This is an optimization exercise on Yosys and OpenROAD, whose aim is small area and a short achievable clock period, not a production implementation. RTL that was checked went through simulation tests only; none was proved equivalent to the original.

## run 1
==> flow/design.v <==
`timescale 1ns / 1ps
module xregf (
      input [31:0]  c,
      input [31:0]  x0,
      input [31:0]  x1,
      output [31:0] q
      );
   genvar k;
   generate for (k = 0; k < 32; k = k + 1) begin : sel
      assign q[k] = c[k] ? x1[k] : x0[k];
   end endgenerate
endmodule
`timescale 1ns / 1ps
module xaddr_decoder (
      input [3:0]  op,
      input [9:0]  ia,
      input [9:0]  rb,
      output       ram_sel,
      output       ram_we,
      output [8:0] ram_addr,
      output       trap
      );
   wire ti = ia[9] && (ia[8:5] != 4'd0 || ia[4] && ia[3:1] != 3'd0);
   wire tb = rb[9] && (rb[8:5] != 4'd0 || rb[4] && rb[3:1] != 3'd0);
   wire bus_lo = op[2] ? !op[1] : op[1] ^ op[0];
   assign ram_sel  = op[3] ? !op[2] && (op[1] ? !rb[9] : !ia[9]) : bus_lo && !ia[9];
   assign trap     = op[3] ? !op[2] && (op[1] ? tb : ti) : bus_lo && ti;
   assign ram_we   = op[3] && !op[2] && op[0];
   assign ram_addr = op[3] && op[1] ? rb[8:0] : ia[8:0];
endmodule
`timescale 1ns / 1ps
module xcore (
      input             clk,
      input             rst,
      output reg [8:0]  pc,
      input [31:0]      instruction,
      output            ram_sel,
      output            ram_we,
      output [8:0]      ram_addr,
      output [31:0]     ram_wdata,
      input [31:0]      ram_rdata,
      output            trap
      );
   reg [31:0] regB;
   reg [31:0] regf [0:15];
   reg [31:0] aa, pB;
   reg [2:0]  pC;
   reg        k_sub, k_shft, k_and, k_xor, k_e, k_flags;
   wire [31:0] p  = aa ^ pB;
   wire [31:0] g  = aa & pB;
   reg  [31:0] gk, pk;
   integer l, j;
   always @* begin
      gk = g;
      pk = p;
      for (l = 1; l < 32; l = l * 2)
        for (j = 31; j >= l; j = j - 1) begin
           gk[j] = gk[j] | (pk[j] & gk[j-l]);
           pk[j] = pk[j] & pk[j-l];
        end
   end
   wire [31:0] c  = {gk[30:0], 1'b0};    
   wire [31:0] ps = p ^ {32{k_sub}};     
   wire shl = pB[31];                    
   reg [31:0] e;
   always @* begin
      if (k_shft)
        e = shl ? {aa[30:0], 1'b0} : {aa[31], aa[31:1]};
      else if (k_and)
        e = g;
      else if (k_xor)
        e = p;
      else
        e = aa;
   end
   wire [31:0] x0 = k_e ? e : ps;
   wire [31:0] x1 = k_e ? e : ~ps;
   wire [31:0] regA;
   genvar k;
   generate for (k = 0; k < 32; k = k + 1) begin : sel
      assign regA[k] = c[k] ? x1[k] : x0[k];
   end endgenerate
   wire fx = k_sub ? ~(aa[31] & pB[31]) : (aa[31] | pB[31]);
   reg  [2:0] flags;
   always @* begin
      if (k_shft)
        flags = shl ? {aa[30], aa[31] ^ aa[30], aa[31]} : {aa[31], 2'b00};
      else if (k_and)
        flags = {g[31], 2'b00};
      else if (k_xor)
        flags = {p[31], 2'b00};
      else
        flags = c[31] ? {~ps[31], ~fx, fx} : {ps[31], 2'b00};
   end
   wire [2:0] regC = k_flags ? flags : pC;
   wire [3:0] op = instruction[31:28];
   wire op_sub  = op == 4'd2;
   wire op_shft = op == 4'd3;
   wire op_and  = op == 4'd4;
   wire op_xor  = op == 4'd5;
   wire op_ldih = op == 4'd7;
   wire alu     = op[3:1] == 3'b000 || op[3:1] == 3'b001 || op[3:1] == 3'b010;   
   wire load    = op == 4'd6 || op == 4'd7 || op == 4'd8 || op == 4'd10;
   wire store   = op == 4'd9 || op == 4'd11;
   wire branch  = op[3:2] == 2'b11;
   wire immop   = op == 4'd0 || op == 4'd3 || op == 4'd6 || op == 4'd7;
   wire busop   = op == 4'd1 || op == 4'd2 || op == 4'd4 || op == 4'd5 || op[3:2] == 2'b10;
   wire viab    = op[3:1] == 3'b101;   
   function [4:0] dec;    
      input [9:0] a;
      reg hi;
      begin
         hi = a[9] && a[8:5] == 4'd0;
         dec = {a[9] && !hi || hi && a[4] && a[3:1] != 3'd0,
                hi && !a[4], hi && a[4:0] == 5'd16, hi && a[4:0] == 5'd17, hi};
      end
   endfunction
   wire [4:0] di = dec(instruction[9:0]);
   wire [4:0] dh = dec(regA[9:0]);
   wire [4:0] db = dec(regB[9:0]);
   xaddr_decoder outs (.op(op), .ia(instruction[9:0]), .rb(regB[9:0]),
                       .ram_sel(ram_sel), .ram_we(ram_we), .ram_addr(ram_addr), .trap(trap));
   xregf wdata (.c(c), .x0(x0), .x1(x1), .q(ram_wdata));
   wire is_rf = viab ? db[3] : di[3];
   wire is_rb = viab ? db[2] : op_ldih ? dh[2] : di[2];
   wire is_rc = viab ? db[1] : op_ldih ? dh[1] : di[1];
   wire [31:0] imm = op_ldih ? {instruction[15:0], regA[15:0]} : {{4{instruction[27]}}, instruction[27:0]};
   wire [3:0]  ra = viab ? regB[3:0] : instruction[3:0];
   wire [31:0] m0 = ra[3] ? (ra[2] ? regf[12] : regf[8]) : (ra[2] ? regf[4] : regf[0]);
   wire [31:0] m1 = ra[3] ? (ra[2] ? regf[13] : regf[9]) : (ra[2] ? regf[5] : regf[1]);
   wire [31:0] m2 = ra[3] ? (ra[2] ? regf[14] : regf[10]) : (ra[2] ? regf[6] : regf[2]);
   wire [31:0] m3 = ra[3] ? (ra[2] ? regf[15] : regf[11]) : (ra[2] ? regf[7] : regf[3]);
   wire [31:0] rf_rd = ra[1] ? (ra[0] ? m3 : m2) : (ra[0] ? m1 : m0);
   wire s_imm = immop && !is_rb && !is_rc;
   wire s_ram = busop && (viab ? !regB[9] : !instruction[9]);
   wire s_rf  = busop && is_rf;
   wire [31:0] operand = ({32{is_rb}} & regB) | ({32{is_rc}} & {29'd0, regC}) |
                         ({32{s_imm}} & imm) | ({32{s_ram}} & ram_rdata) |
                         ({32{s_rf}} & rf_rd) | {32{branch}};
   wire a_zero = regA == 32'd0;
   wire taken = branch && (op[1] ? !a_zero : a_zero);
   always @(posedge clk, posedge rst)
     if (rst) begin
        pc <= 9'd0;
        regB <= 32'd0;
        aa <= 32'd0;
        pB <= 32'd0;
        pC <= 3'd0;
        {k_sub, k_shft, k_and, k_xor, k_e, k_flags} <= 6'd0;
     end else begin
        pc <= taken ? (op[0] ? regB[8:0] : instruction[8:0]) : pc + 9'd1;
        aa <= load ? 32'd0 : op_sub ? ~regA : regA;
        pB <= operand;
        pC <= regC;
        k_sub   <= op_sub;
        k_shft  <= op_shft;
        k_and   <= op_and;
        k_xor   <= op_xor;
        k_e     <= op_shft || op_and || op_xor || store;    
        k_flags <= alu;
        if (store && is_rb)
          regB <= regA;
     end
   always @(posedge clk)
     if (store && is_rf)
       regf[ra] <= regA;
endmodule
Settings: LEC_CHECK=0, ABC_AREA=1, CAP_MARGIN=20, CORE_MARGIN=2, CORE_UTILIZATION=55, SETUP_SLACK_MARGIN=4.1, SLEW_MARGIN=20, TNS_END_PERCENT=100; clock period 8.5 ns.
standard.sh (not shown) runs the stock make flow with config.mk's settings and CLKGATE_MAP_FILE= SYNTH_SCRIPT=/design/flow/synth_recipe.tcl, a recipe that flattens the netlist after the stock synthesis.
==> flow/flow/run.sh <==
#!/bin/bash
# The standard ORFS layout (standard.sh), with extra ORFS settings:
# the output logic (modules xaddr_decoder and xregf, no registers) is kept
# as modules until ABC has mapped them, so their gates are not shared with
# the core's (synth_recipe.tcl flattens the design afterwards); plain buffers
# on the ports; no dummy loads in the clock tree.
# make's output goes to flow_make.log; each ORFS step keeps its own log
# under orfs/logs/.
set -euo pipefail
bash standard.sh \
  "SYNTH_KEEP_MODULES=xaddr_decoder xregf" \
  "BUFFER_PORTS_ARGS=-buffer_cell sky130_fd_sc_hd__buf_2" \
  "CTS_ARGS=-sink_clustering_enable -repair_clock_nets -dont_use_dummy_load -buf_list sky130_fd_sc_hd__clkbuf_8 -sink_clustering_size 14 -sink_clustering_max_diameter 60" \
  finish > flow_make.log 2>&1
Changes in run 5 relative to run 1:
diff --git a/flow/design.v b/flow/design.v
--- a/flow/design.v
+++ b/flow/design.v
@@ -46,5 +46,5 @@
    reg [31:0] aa, pB;
    reg [2:0]  pC;
-   reg        k_sub, k_shft, k_and, k_xor, k_e, k_flags;
+   reg        k_sub, k_shft, k_and, k_xor, k_hold, k_flags;
    wire [31:0] p  = aa ^ pB;
    wire [31:0] g  = aa & pB;
@@ -74,6 +74,7 @@
         e = aa;
    end
-   wire [31:0] x0 = k_e ? e : ps;
-   wire [31:0] x1 = k_e ? e : ~ps;
+   wire sumop = !(k_shft || k_and || k_xor || k_hold);
+   wire [31:0] x0 = sumop ? ps : e;
+   wire [31:0] x1 = sumop ? ~ps : e;
    wire [31:0] regA;
    genvar k;
@@ -147,5 +148,5 @@
         pB <= 32'd0;
         pC <= 3'd0;
-        {k_sub, k_shft, k_and, k_xor, k_e, k_flags} <= 6'd0;
+        {k_sub, k_shft, k_and, k_xor, k_hold, k_flags} <= 6'd0;
      end else begin
         pc <= taken ? (op[0] ? regB[8:0] : instruction[8:0]) : pc + 9'd1;
@@ -157,5 +158,5 @@
         k_and   <= op_and;
         k_xor   <= op_xor;
-        k_e     <= op_shft || op_and || op_xor || store;    
+        k_hold  <= store;
         k_flags <= alu;
         if (store && is_rb)
Highest cell delay on the worst timing path (higher): run 5
Run 5 vs. run 1: met3 layer wire length in the routed design increased by about 9% relative to the old numbers; global-route wire length before repair increased by about 0.7% relative to the old numbers; depth of the worst register-to-register path increased by 3 relative to the old numbers.
met1 usage in global routing came out higher on run 5 than on run 1.
The RTL of run 1 was laid out without a check of its function.

-- re-timing with driven ports --
Ports are ideal in the flow. The routed layouts listed here were re-timed in OpenROAD.
Step 1 (the two cells are an assumption about what drives the block):
set clk [get_ports {clk}]
set_driving_cell -lib_cell sky130_fd_sc_hd__clkbuf_16 $clk
set_driving_cell -lib_cell sky130_fd_sc_hd__buf_2 [delete_from_list [all_inputs] $clk]
Step 2 adds t to the input delays and takes it off the output delays; t is the mean of the earliest and latest rising clock arrival at the registers after step 1. Input paths then give back, and output paths get back, about the clock's delay inside the block.
a / b / c = ideal / step 1 / step 2; a / b = the first two.
| run | t (ns) | setup slack, ns | latest minus earliest clock arrival (ns) | slew at the worst register clock pin (ns) |
|---|---|---|---|---|
| run 1 | 0.719 | 4.135 / 4.071 / 3.492 | 0.100 / 0.101 | 0.09 / 0.09 |
| run 5 | 0.695 | 4.126 / 4.066 / 3.631 | 0.107 / 0.107 | 0.10 / 0.10 |
After both steps every run listed still meets setup and hold. The setup slack of run 1, which loses most, moves by -0.064 ns with the drivers and by -0.643 ns with both steps.
